Context: an optimization exercise on an open-source flow, tuned for small area and a short achievable clock period. The choices shown serve that exercise and are no tape-out recipe.
In this exercise RTL edits were held to simulation tests only and were not proved equivalent to the original.
The flow treats the clock pin as an ideal source. Dropping or thinning the clock tree relies on that and would not hold on a real chip.

==> run A: inputs <==
==> flow/design.v (excerpt) <==
module fifo(
    input         clk,
    input         rst,         
    input  [7:0]  data_in,
    input         w_en,
    input         r_en,
    output reg [7:0] data_out,
    output reg    full,
    output reg    empty
);
    reg [7:0] mem [0:3][0:7];
    reg [3:0] wb;               
    reg [3:0] wbok;             
    reg [7:0] wr;               
    reg [3:0] rb;               
    reg [3:0] rbok;             
    reg [7:0] crow [0:3];       
    reg [3:0] cm;               
    reg [8:0] cq;               
    reg [7:0] cand [0:3];       
    reg [7:0] wd;               
    reg       byp;              
    reg       nfull, nempty;    
    reg       up_q, dn_q;       
    wire wok = w_en & nfull;
    wire rd  = r_en & nempty;
    genvar b, i;
    generate
        for (b = 0; b < 4; b = b + 1) begin : g_bank
            for (i = 0; i < 8; i = i + 1) begin : g_row
                always @(posedge clk)
                    if (w_en & wbok[b] & wr[i])
                        mem[b][i] <= data_in;
            end
            reg [7:0] sel;
            integer k;
            always @* begin
                sel = 8'b0;
                for (k = 0; k < 8; k = k + 1)
                    sel = sel | ({8{crow[b][k]}} & mem[b][k]);
            end
            always @(posedge clk)
                cand[b] <= sel;
            always @(posedge clk)
                if (!rst)
                    crow[b] <= 8'b1;
                else if (r_en & rbok[b])
                    crow[b] <= {crow[b][6:0], crow[b][7]};
        end
    endgenerate
    wire [3:0] hs = rb & {4{~byp}};
    wire [7:0] head = ({8{hs[0]}} & cand[0]) | ({8{hs[1]}} & cand[1])
                    | ({8{hs[2]}} & cand[2]) | ({8{hs[3]}} & cand[3])
                    | ({8{byp}} & wd);
    wire inc = w_en & (r_en ? ~nempty : nfull);
    wire dec = r_en & (w_en ? ~nfull : nempty);
    wire       one_n   = cq[0] & cm[1];
    wire       n31_n   = cq[7] & cm[3];
    wire       empty_n = ~w_en & (~nempty | (r_en & one_n));
    wire       full_n  = ~r_en & (~nfull | (w_en & n31_n));
    wire [3:0] wb_n    = wok ? {wb[2:0], wb[3]} : wb;
    wire [3:0] rb_n    = rd ? {rb[2:0], rb[3]} : rb;
    wire [3:0] cm_n    = inc ? {cm[2:0], cm[3]} : (dec ? {cm[0], cm[3:1]} : cm);
  ...
==> module fifo, before the edit <==
module fifo(
    input         clk,
    input         rst,         
    input  [7:0]  data_in,
    input         w_en,
    input         r_en,
    output reg [7:0] data_out,
    output reg    full,
    output reg    empty
);
    reg [7:0] mem [0:3][0:7];
    reg [3:0] wb;               
    reg [3:0] wbok;             
    reg [7:0] wr;               
    reg [3:0] rb;               
    reg [3:0] rbok;             
    reg [7:0] crow [0:3];       
    reg [3:0] cm;               
    reg [8:0] cq;               
    reg [7:0] cand [0:3];       
    reg [7:0] wd;               
    reg       byp;              
    reg       nfull, nempty;    
    reg       up_q, dn_q;       
    wire wok = w_en & nfull;
    wire rd  = r_en & nempty;
    genvar b, i;
    generate
        for (b = 0; b < 4; b = b + 1) begin : g_bank
            for (i = 0; i < 8; i = i + 1) begin : g_row
                always @(posedge clk)
                    if (w_en & wbok[b] & wr[i])
                        mem[b][i] <= data_in;
            end
            reg [7:0] sel;
            integer k;
            always @* begin
                sel = 8'b0;
                for (k = 0; k < 8; k = k + 1)
                    sel = sel | ({8{crow[b][k]}} & mem[b][k]);
            end
            always @(posedge clk)
                cand[b] <= sel;
            always @(posedge clk)
                if (!rst)
                    crow[b] <= 8'b1;
                else if (r_en & rbok[b])
                    crow[b] <= {crow[b][6:0], crow[b][7]};
        end
    endgenerate
    wire [3:0] hs = rb & {4{~byp}};
    wire [7:0] head = ({8{hs[0]}} & cand[0]) | ({8{hs[1]}} & cand[1])
                    | ({8{hs[2]}} & cand[2]) | ({8{hs[3]}} & cand[3])
                    | ({8{byp}} & wd);
    wire inc = w_en & (r_en ? ~nempty : nfull);
    wire dec = r_en & (w_en ? ~nfull : nempty);
    wire       one_n   = cq[0] & cm[1];
    wire       n31_n   = cq[7] & cm[3];
    wire       empty_n = ~w_en & (~nempty | (r_en & one_n));
    wire       full_n  = ~r_en & (~nfull | (w_en & n31_n));
    wire [3:0] wb_n    = wok ? {wb[2:0], wb[3]} : wb;
    wire [3:0] rb_n    = rd ? {rb[2:0], rb[3]} : rb;
    wire [3:0] cm_n    = inc ? {cm[2:0], cm[3]} : (dec ? {cm[0], cm[3:1]} : cm);
    wire       up      = w_en & ~r_en & up_q;
    wire       dn      = r_en & (w_en ? ~nfull : dn_q);
    always @(posedge clk) begin
        wd  <= data_in;
        byp <= wok & (~nempty | (r_en & one_n));
    end
    always @(posedge clk) begin
        if (!rst) begin
            wb       <= 4'b1;
            wbok     <= 4'b1;
            wr       <= 8'b1;
            rb       <= 4'b1;
            rbok     <= 4'b0;
            cm       <= 4'b1;
            cq       <= 9'b1;
            up_q     <= 1'b0;
            dn_q     <= 1'b0;
            empty    <= 1'b1;
            full     <= 1'b0;
            nempty   <= 1'b0;
            nfull    <= 1'b1;
            data_out <= 8'b0;
        end else begin
            wb     <= wb_n;
            wbok   <= full_n ? 4'b0 : wb_n;
            if (w_en & wbok[3])
                wr <= {wr[6:0], wr[7]};
            rb     <= rb_n;
            rbok   <= empty_n ? 4'b0 : rb_n;
            if (rd)
                data_out <= head;
            cm     <= cm_n;
            if (up)
                cq <= {cq[7:0], 1'b0};
            else if (dn)
                cq <= {1'b0, cq[8:1]};
            up_q   <= cm_n[3] & ~full_n;
            dn_q   <= cm_n[0] & ~empty_n;
            empty  <= empty_n;
            full   <= full_n;
            nempty <= ~empty_n;
            nfull  <= ~full_n;
        end
    end
endmodule
==> flow/config.mk <==
export PLATFORM = sky130hd
export DESIGN_NAME = fifo
export DESIGN_NICKNAME = fifo
export VERILOG_FILES = /design/flow/design.v
export SDC_FILE = /design/flow/constraint.sdc
export NUM_CORES = 4
export LEC_CHECK = 0
export CAP_MARGIN = 20
export CORE_MARGIN = 2
export CORE_UTILIZATION = 70
export SETUP_SLACK_MARGIN = 1.15
export SLEW_MARGIN = 20
export TNS_END_PERCENT = 100
==> flow/constraint.sdc <==
create_clock -name core_clock -period 2.4 [get_ports {clk}]
set_input_delay 0.4800 -clock core_clock [delete_from_list [all_inputs] [get_ports {clk}]]
set_output_delay 0.4800 -clock core_clock [all_outputs]
set_load 0.01 [all_outputs]
standard.sh (not shown) runs the stock make flow with config.mk's settings and CLKGATE_MAP_FILE= SYNTH_SCRIPT=/design/flow/synth_recipe.tcl, a recipe that flattens the netlist after the stock synthesis.
==> flow/flow/run.sh <==
#!/bin/bash
set -euo pipefail
bash standard.sh finish PRE_CTS_TCL="$PWD/flow/my_cts.tcl" \
  BUFFER_PORTS_ARGS="-buffer_cell sky130_fd_sc_hd__buf_4" \
  MATCH_CELL_FOOTPRINT=0 > standard.log 2>&1
Other scripts of this flow, unchanged in this note and not shown: flow/flow/my_cts.tcl, flow/flow/my_cts_params.tcl
==> run E (differences from run A) <==
--- a/flow/design.v
+++ b/flow/design.v
@@ -53,18 +53,18 @@
                     | ({8{hs[2]}} & cand[2]) | ({8{hs[3]}} & cand[3])
                     | ({8{byp}} & wd);
-    wire inc = w_en & (r_en ? ~nempty : nfull);
-    wire dec = r_en & (w_en ? ~nfull : nempty);
+    wire inc = w_en & (r_en ? empty : nfull);
+    wire dec = r_en & (w_en ? full : nempty);
     wire       one_n   = cq[0] & cm[1];
     wire       n31_n   = cq[7] & cm[3];
-    wire       empty_n = ~w_en & (~nempty | (r_en & one_n));
-    wire       full_n  = ~r_en & (~nfull | (w_en & n31_n));
+    wire       empty_n = ~w_en & (empty | (r_en & one_n));
+    wire       full_n  = ~r_en & (full | (w_en & n31_n));
     wire [3:0] wb_n    = wok ? {wb[2:0], wb[3]} : wb;
     wire [3:0] rb_n    = rd ? {rb[2:0], rb[3]} : rb;
     wire [3:0] cm_n    = inc ? {cm[2:0], cm[3]} : (dec ? {cm[0], cm[3:1]} : cm);
     wire       up      = w_en & ~r_en & up_q;
-    wire       dn      = r_en & (w_en ? ~nfull : dn_q);
+    wire       dn      = r_en & (w_en ? full : dn_q);
     always @(posedge clk) begin
         wd  <= data_in;
-        byp <= wok & (~nempty | (r_en & one_n));
+        byp <= wok & (empty | (r_en & one_n));
     end
     always @(posedge clk) begin
==> flow/flow/run.sh (replaced) <==
#!/bin/bash
set -euo pipefail
bash standard.sh finish PRE_CTS_TCL="$PWD/flow/my_cts.tcl" \
  POST_CTS_TCL="$PWD/flow/post_cts.tcl" \
  BUFFER_PORTS_ARGS="-buffer_cell sky130_fd_sc_hd__buf_4" \
  MATCH_CELL_FOOTPRINT=0 > standard.log 2>&1
==> flow/flow/post_cts.tcl (new file) <==
# A second setup repair after the standard post-CTS one, over all endpoints.
estimate_parasitics -placement
repair_timing -setup -setup_margin 1.2 -repair_tns 100 -verbose
detailed_placement
check_placement -verbose
CORE_UTILIZATION = 55   (was 70)
SETUP_SLACK_MARGIN = 1.1   (was 1.15)
TNS_END_PERCENT = 5   (was 100)
==> run C (differences from run A) <==
==> flow/design.v (replaced) <==
module fifo(
    input         clk,
    input         rst,         
    input  [7:0]  data_in,
    input         w_en,
    input         r_en,
    output reg [7:0] data_out,
    output reg    full,
    output reg    empty
);
    reg [7:0] mem [0:3][0:7];
    reg [3:0] wb;               
    reg [3:0] wbok;             
    reg [7:0] wr;               
    reg [3:0] rb;               
    reg [7:0] crow [0:3];       
    reg [3:0] cm;               
    reg [8:0] cq;               
    reg [7:0] cand [0:3];       
    wire wok = w_en & ~full;
    wire rd  = r_en & ~empty;
    wire low = cq[0];
    genvar b, i;
    generate
        for (b = 0; b < 4; b = b + 1) begin : g_bank
            for (i = 0; i < 8; i = i + 1) begin : g_row
                always @(posedge clk)
                    if (w_en & wbok[b] & wr[i])
                        mem[b][i] <= data_in;
            end
            reg [7:0] sel;
            integer k;
            always @* begin
                sel = 8'b0;
                for (k = 0; k < 8; k = k + 1)
                    sel = sel | ({8{crow[b][k]}} & mem[b][k]);
            end
            always @(posedge clk)
                cand[b] <= (w_en & wb[b] & low) ? data_in : sel;
            always @(posedge clk)
                if (!rst)
                    crow[b] <= 8'b1;
                else if (rd & rb[b])
                    crow[b] <= {crow[b][6:0], crow[b][7]};
        end
    endgenerate
    wire [3:0] cm_inc = {cm[2:0], cm[3]};
    wire [8:0] cq_inc = cm[3] ? {cq[7:0], 1'b0} : cq;
    wire [3:0] cm_dec = {cm[0], cm[3:1]};
    wire [8:0] cq_dec = cm[0] ? {1'b0, cq[8:1]} : cq;
    wire       one    = cq[0] & cm[1];
    wire       n31    = cq[7] & cm[3];
    wire [3:0] cm_w = full ? cm : cm_inc;
    wire [8:0] cq_w = full ? cq : cq_inc;
    wire       e_w  = 1'b0;
    wire       f_w  = full | n31;
    wire [3:0] cm_r = empty ? cm : cm_dec;
    wire [8:0] cq_r = empty ? cq : cq_dec;
    wire       e_r  = empty | one;
    wire       f_r  = 1'b0;
    wire [3:0] cm_wr = empty ? cm_inc : (full ? cm_dec : cm);
    wire [8:0] cq_wr = empty ? cq_inc : (full ? cq_dec : cq);
    wire       f_wr  = 1'b0;
    wire       full_n = ~r_en & (full | (w_en & n31));
    wire [3:0] wb_n   = wok ? {wb[2:0], wb[3]} : wb;
    wire [7:0] head = ({8{rb[0]}} & cand[0]) | ({8{rb[1]}} & cand[1])
                    | ({8{rb[2]}} & cand[2]) | ({8{rb[3]}} & cand[3]);
    always @(posedge clk) begin
        if (!rst) begin
            wb       <= 4'b1;
            wbok     <= 4'b1;
            wr       <= 8'b1;
            rb       <= 4'b1;
            cm       <= 4'b1;
            cq       <= 9'b1;
            empty    <= 1'b1;
            full     <= 1'b0;
            data_out <= 8'b0;
        end else begin
            wbok <= full_n ? 4'b0 : wb_n;
            if (wok) begin
                wb <= wb_n;
                if (wb[3])
                    wr <= {wr[6:0], wr[7]};
            end
            if (rd) begin
                data_out <= head;
                rb <= {rb[2:0], rb[3]};
            end
            case ({w_en, r_en})
                2'b10: begin
                    cm    <= cm_w;
                    cq    <= cq_w;
                    empty <= e_w;
                    full  <= f_w;
                end
                2'b01: begin
                    cm    <= cm_r;
                    cq    <= cq_r;
                    empty <= e_r;
                    full  <= f_r;
                end
                2'b11: begin
                    cm    <= cm_wr;
                    cq    <= cq_wr;
                    empty <= 1'b0;
                    full  <= f_wr;
                end
                default: ;
            endcase
        end
    end
endmodule
CORE_UTILIZATION = 55   (was 70)
SETUP_SLACK_MARGIN = 1.1   (was 1.15)
TNS_END_PERCENT = 5   (was 100)
==> run D (differences from run A) <==
CORE_UTILIZATION = 45   (was 70)
TNS_END_PERCENT = 5   (was 100)
==> flow_summary.ini <==
[clock_network]
path_clk_slew_ps = 100

[power]
power_w = 0.0108
pwr_density_cell_nw_per_um2 = 736
power_frac_comb_pct = 3.7

[logic_synthesis]
syn_area_per_cell_um2 = 15.0
synth_top_cell_area_share_pct = 57.7
yosys-top-cells-count = edfxtp_1 (256), a22oi_1 (144), dfxtp_1 (124), nand2_1 (58), clkbuf_1 (45)

[timing]
finClkSkew_ps = 32.2
fmax_mhz = 778
whs_ps = 485

[layout]
drive_gt1_share_pct = 20.5
multi_input_area_um2 = 3120

[floorplanning]
start_util_pct = 71.3

[run_status]
status = complete, no violations

[worst_hold_path]
hp-start = mem[28][5]

[setup_path]
slowest_stage = dfxtp_4
the above is filed under run A

==> flow_summary.ini <==
[floorplanning]
start_util_pct = 56.3

[power]
power_w = 0.0108
pwr_density_cell_nw_per_um2 = 737
power_frac_comb_pct = 3.8

[logic_synthesis]
syn_area_per_cell_um2 = 14.9

[layout]
multi_input_area_um2 = 3030

[timing]
whs_ps = 492

[setup_path]
slowest_stage = dfxtp_4

[run_status]
status = complete, no violations
the above is filed under run E

==> flow_summary.ini <==
[run_status]
status = complete, no violations

[layout]
multi_input_area_um2 = 3020
drive_gt1_share_pct = 18.4

[logic_synthesis]
synth_top_cell_area_share_pct = 57.7
yosys-top-cells-count = edfxtp_1 (256), a22oi_1 (144), dfxtp_1 (124), nand2_1 (58), clkbuf_1 (45)
syn_area_per_cell_um2 = 15.0

[timing]
finClkSkew_ps = 39.8
fmax_mhz = 768
whs_ps = 483

[setup_path]
slowest_stage = dfxtp_4

[power]
pwr_density_cell_nw_per_um2 = 739
power_frac_comb_pct = 3.5
power_w = 0.0108
the above is filed under run D

==> flow_summary.ini <==
[timing]
fmax_mhz = 718

[setup_path]
slowest_stage = or3b_1

[layout]
multi_input_area_um2 = 3140

[power]
pwr_density_cell_nw_per_um2 = 734
power_w = 0.0105

[clock_network]
path_clk_slew_ps = 100

[logic_synthesis]
synth_top_cell_area_share_pct = 58.7
syn_area_per_cell_um2 = 14.5

[floorplanning]
start_util_pct = 55.9

[run_status]
status = complete, no violations
the above is filed under run C

No run of this note takes its clock network from TritonCTS; it comes from the design's own scripts or RTL.

separate check: timing with driven ports:
The results above use ideal ports. As a check the final layouts listed here were re-extracted and re-timed, cells and wires unchanged.
Step 1: set_driving_cell puts a clkbuf_16 on clk and a buf_2 on each other input, an assumption about the parent block.
Step 2 adds t to the input delays and takes it off the output delays; t is the mean of the earliest and latest rising clock arrival at the registers after step 1. Input paths then give back, and output paths get back, about the clock's delay inside the block.
Three values: no drivers, after step 1, after step 2; two values: the first two.
run	shift t [ns]	slack for setup (ns)	worst setup path at the end
run A	0.421	1.114 / 1.010 / 0.755	input to register
run E	0.423	1.089 / 0.982 / 0.717	input to register
run C	0.419	1.008 / 0.947 / 0.665	input to register
run D	0.419	1.098 / 0.993 / 0.776	input to register
After both steps setup and hold are still met in every run listed. The setup slack of run E, which loses most, moves by -0.107 ns with the drivers and by -0.372 ns with both steps.
